From an optimization exercise on the open Yosys and OpenROAD flow, aimed at small area; shortcuts taken in it are not production practice.
Where RTL was checked, it was by simulation tests only, not by an equivalence proof against the original.
No activity file was given, so power comes from the tool's default toggle rates.

Design alu_32, start of the top module:
module alu_32(
    input clk, rst,
    input [31:0] a_in, b_in,
    input [3:0] select,
    output reg [31:0] y_out,
    output reg flag, carry_bit);
  wire [31:0] a_rev;
  genvar gi;
  generate for (gi = 0; gi < 32; gi = gi + 1) begin : rv
    assign a_rev[gi] = a_in[31 - gi];
  end endgenerate
  wire pp1;
  wire pp2;
  wire pp3;
  wire pp4;
  wire pp5;
  wire pp6;
  wire pp7;
  wire pp8;
  wire pp9;
  wire pp10;
  wire pp11;
  wire pp12;
  wire pp13;
  wire pp14;
  wire pp15;
  wire pp16;
  wire pp17;
  wire pp18;
  wire pp19;
  wire pp20;
  wire pp21;
  wire pp22;
  wire pp23;
  wire pp24;
  wire pp25;
  wire pp26;
  wire pp27;
  wire pp28;
  wire pp29;
  wire pp30;
  wire pp31;
  wire pp32;
  wire ng33;
  wire pp34;
  wire pp35;
  wire pp36;
  wire pp37;
  wire pp38;
  wire pp39;
  wire pp40;
  wire pp41;
  wire pp42;
  wire pp43;
  wire pp44;
  wire pp45;
  wire pp46;
  wire pp47;
  wire pp48;
  wire pp49;
  wire pp50;
  wire pp51;
  wire pp52;
  wire pp53;
  wire pp54;
  wire pp55;
  wire pp56;
  wire pp57;
  wire pp58;
  wire pp59;
  wire pp60;
  wire pp61;
  wire pp62;
  wire pp63;
  wire pp64;
  wire pp65;
  wire pp66;
  wire pp67;
  wire pp68;
  wire pp69;
  wire pp70;
  wire pp71;
  wire pp72;
  wire pp73;
  wire pp74;
  wire pp75;
  wire pp76;
  wire pp77;
  wire pp78;
  wire pp79;
  wire pp80;
  wire pp81;
  wire pp82;
  wire pp83;
  wire pp84;
  wire pp85;
  wire pp86;
  wire pp87;
  wire pp88;
  wire pp89;
  wire pp90;
  wire pp91;
  wire pp92;
  wire pp93;
  wire pp94;
  wire pp95;
  wire pp96;
  wire pp97;
  wire pp98;
  wire pp99;
  wire pp100;
  wire pp101;
  wire pp102;
  wire pp103;
  wire pp104;
  wire pp105;
  wire pp106;
  wire pp107;
  wire pp108;
  wire pp109;
  wire pp110;
  wire pp111;
  wire pp112;
  wire pp113;
  wire pp114;
  wire pp115;
  wire pp116;
  wire pp117;
  wire pp118;
  wire pp119;
  wire pp120;
  wire pp121;
  wire pp122;
  wire pp123;
  wire pp124;
  wire pp125;
  wire pp126;
  wire pp127;
  wire pp128;
  wire pp129;
  wire pp130;
  wire pp131;
  wire pp132;
  wire pp133;
  wire pp134;
  wire pp135;
  wire pp136;
  wire pp137;
  wire pp138;
  wire pp139;
  wire pp140;
  wire pp141;
  wire pp142;
  wire pp143;
  wire pp144;
  wire pp145;
  wire pp146;
  ...
Size: ~1600 cells after synthesis, roughly 15000 µm² of cells after synthesis.
clock: 10.0 ns
lec_check: 0
cap_margin: 20
core_margin: 2
core_utilization: 65
place_density: 0.75
slew_margin: 20
synth_hierarchical: 1
run.sh (not shown) runs the stock make flow with config.mk's settings and CLKGATE_MAP_FILE= SYNTH_SCRIPT=/design/flow/synth_recipe.tcl, a recipe that flattens the netlist after the stock synthesis.
==> next run, changes <==
==> flow/flow/run.sh (new file) <==
#!/bin/bash
# Layout flow: the standard ORFS flow (standard.sh, unchanged synthesis),
# with the port buffers made of the smallest buffer cell instead of the
# default delay buffer, and power/area recovery on paths with positive slack
# after global routing. Each tool's output goes to a log in this folder.
set -euo pipefail
export BUFFER_PORTS_ARGS="-buffer_cell sky130_fd_sc_hd__buf_1"
export RECOVER_POWER=100
bash standard.sh > standard.log 2>&1
==> flow/standard.sh (new file) <==
#!/bin/bash
# synth_recipe.tcl (not shown) runs the flow's synth.tcl, then flattens the netlist and writes it again
# the make line also repeats each setting of config.mk as NAME=value (left out here)
make -C /OpenROAD-flow-scripts/flow DESIGN_CONFIG=/design/flow/config.mk WORK_HOME=/design/flow/orfs CLKGATE_MAP_FILE= SYNTH_SCRIPT=/design/flow/synth_recipe.tcl "${@:-finish}"
Settings changed: CORE_UTILIZATION 65 to 40, PLACE_DENSITY 0.75 to not set.
removed: flow/run.sh
After rerunning:
- register-to-register slack stays flat
- setup slack gets better by 0.32 ns
- cell area drops by 1.9%
- hold slack gains 0.0050 ns

== run A ==
alu_32, a different RTL version from the one above (not shown whole).
For scale: about 1600 cells after synthesis, ~34 flip-flops, ~100 I/O pins.
export LEC_CHECK = 0
export CAP_MARGIN = 20
export CORE_MARGIN = 2
export CORE_UTILIZATION = 40
export CTS_BUF_LIST = sky130_fd_sc_hd__clkbuf_8
export SLEW_MARGIN = 20
export SYNTH_HIERARCHICAL = 1
create_clock -name core_clock -period 10.0 [get_ports {clk}]
standard.sh (not shown) runs the stock make flow with config.mk's settings and CLKGATE_MAP_FILE= SYNTH_SCRIPT=/design/flow/synth_recipe.tcl, a recipe that flattens the netlist after the stock synthesis.
==> flow/flow/run.sh <==
#!/bin/bash
# Layout flow: the standard ORFS flow (standard.sh, unchanged synthesis),
# with the port buffers made of the smallest buffer cell instead of the
# default delay buffer, and power/area recovery on paths with positive slack
# after global routing. Each tool's output goes to a log in this folder.
set -euo pipefail
export BUFFER_PORTS_ARGS="-buffer_cell sky130_fd_sc_hd__buf_1"
export RECOVER_POWER=100
bash standard.sh > standard.log 2>&1
What run B does differently from run A at the input level:
==> flow/flow/run.sh <==
#!/bin/bash
# Layout flow: the standard ORFS flow (standard.sh). Synthesis runs
# unchanged; the layout steps after it use the smallest buffer for the port
# buffers and leave the largest buffers out of timing/design repair. Each
# tool's output goes to a log in this folder.
set -euo pipefail
bash standard.sh synth > synth.log 2>&1
export BUFFER_PORTS_ARGS="-buffer_cell sky130_fd_sc_hd__buf_1"
export DONT_USE_CELLS="sky130_fd_sc_hd__buf_6 sky130_fd_sc_hd__buf_8 sky130_fd_sc_hd__buf_12 sky130_fd_sc_hd__buf_16 sky130_fd_sc_hd__bufinv_8 sky130_fd_sc_hd__bufinv_16"
bash standard.sh > standard.log 2>&1
--- outcome ---
Every run (run B and run A) finished clean. The maximum clock rate on run A is in line with that on run B. In run B, the time the worst path needs with I/O delays and setup came out 0.025 ns below the value in run A. | power | run A vs run B | ≈ equal |.
Edits applied to the flow inputs when going from run B to run C:
Settings: GPL_TIMING_DRIVEN now 0, previously not set.
==> flow/flow/run.sh <==
#!/bin/bash
# Layout flow: the standard ORFS flow (standard.sh, unchanged synthesis),
# with the port buffers made of the smallest buffer cell instead of the
# default delay buffer, and synthesis's buffers removed at floorplan so that
# the placer's repair rebuffers only the nets that need it. Each tool's
# output goes to a log in this folder.
set -euo pipefail
export BUFFER_PORTS_ARGS="-buffer_cell sky130_fd_sc_hd__buf_1"
export REMOVE_ABC_BUFFERS=1
bash standard.sh > standard.log 2>&1
==> comparison <==
Run C finished every step from synthesis to the final layout, and the layout passed the timing, DRC and antenna checks.
Via count of the first global-routing pass: run C higher than run B
Any difference in sequential share of cell area between run C and run B is small enough to ignore.
Share of layout cells above drive strength 1 in run C is 0.38 points below run B.
Relative to run B, the design area measured on run C has increased by a few percent.
Re buffer depth of the longest clock path: no difference whatsoever between run C and run B.
No functional check of the RTL was part of any run of this note.

## what the ideal ports hide
No port has a modelled driver above. Below, the same layouts with a new extraction and two added sets of constraints. Step 1, drivers: a clkbuf_16 drives clk and a buf_2 each remaining input, both assumed. Step 2 moves the port delays by t, midway between the first and last clock arrival at a register: inputs arrive t later, outputs are due t later. That takes back most of the time a late clock gives input paths. Slacks: no drivers / after step 1 / after step 2; pairs: no drivers / after step 1.
run	t, ns	setup WS [ns]	clock arrival spread, ns	worst data-port slew with drivers (ns)	cell pins on the clock port's net
the first run of note 1	0.312	0.311 / 0.318 / 0.005	0.005 / 0.005	0.07	1
the second run of note 1	0.314	0.635 / 0.648 / 0.335	0.005 / 0.005	0.05	1
run A	0.333	0.617 / 0.623 / 0.290	0.012 / 0.012	0.09	1
run B	0.333	0.642 / 0.647 / 0.314	0.011 / 0.012	0.09	1
run C	0.386	0.299 / 0.305 / -0.080	0.007 / 0.007	0.06	1
With both steps, setup timing fails in run C, where it was met with ideal ports. For run C, which loses most, drivers alone change the setup slack by +0.006 ns; drivers and shift together by -0.379 ns.
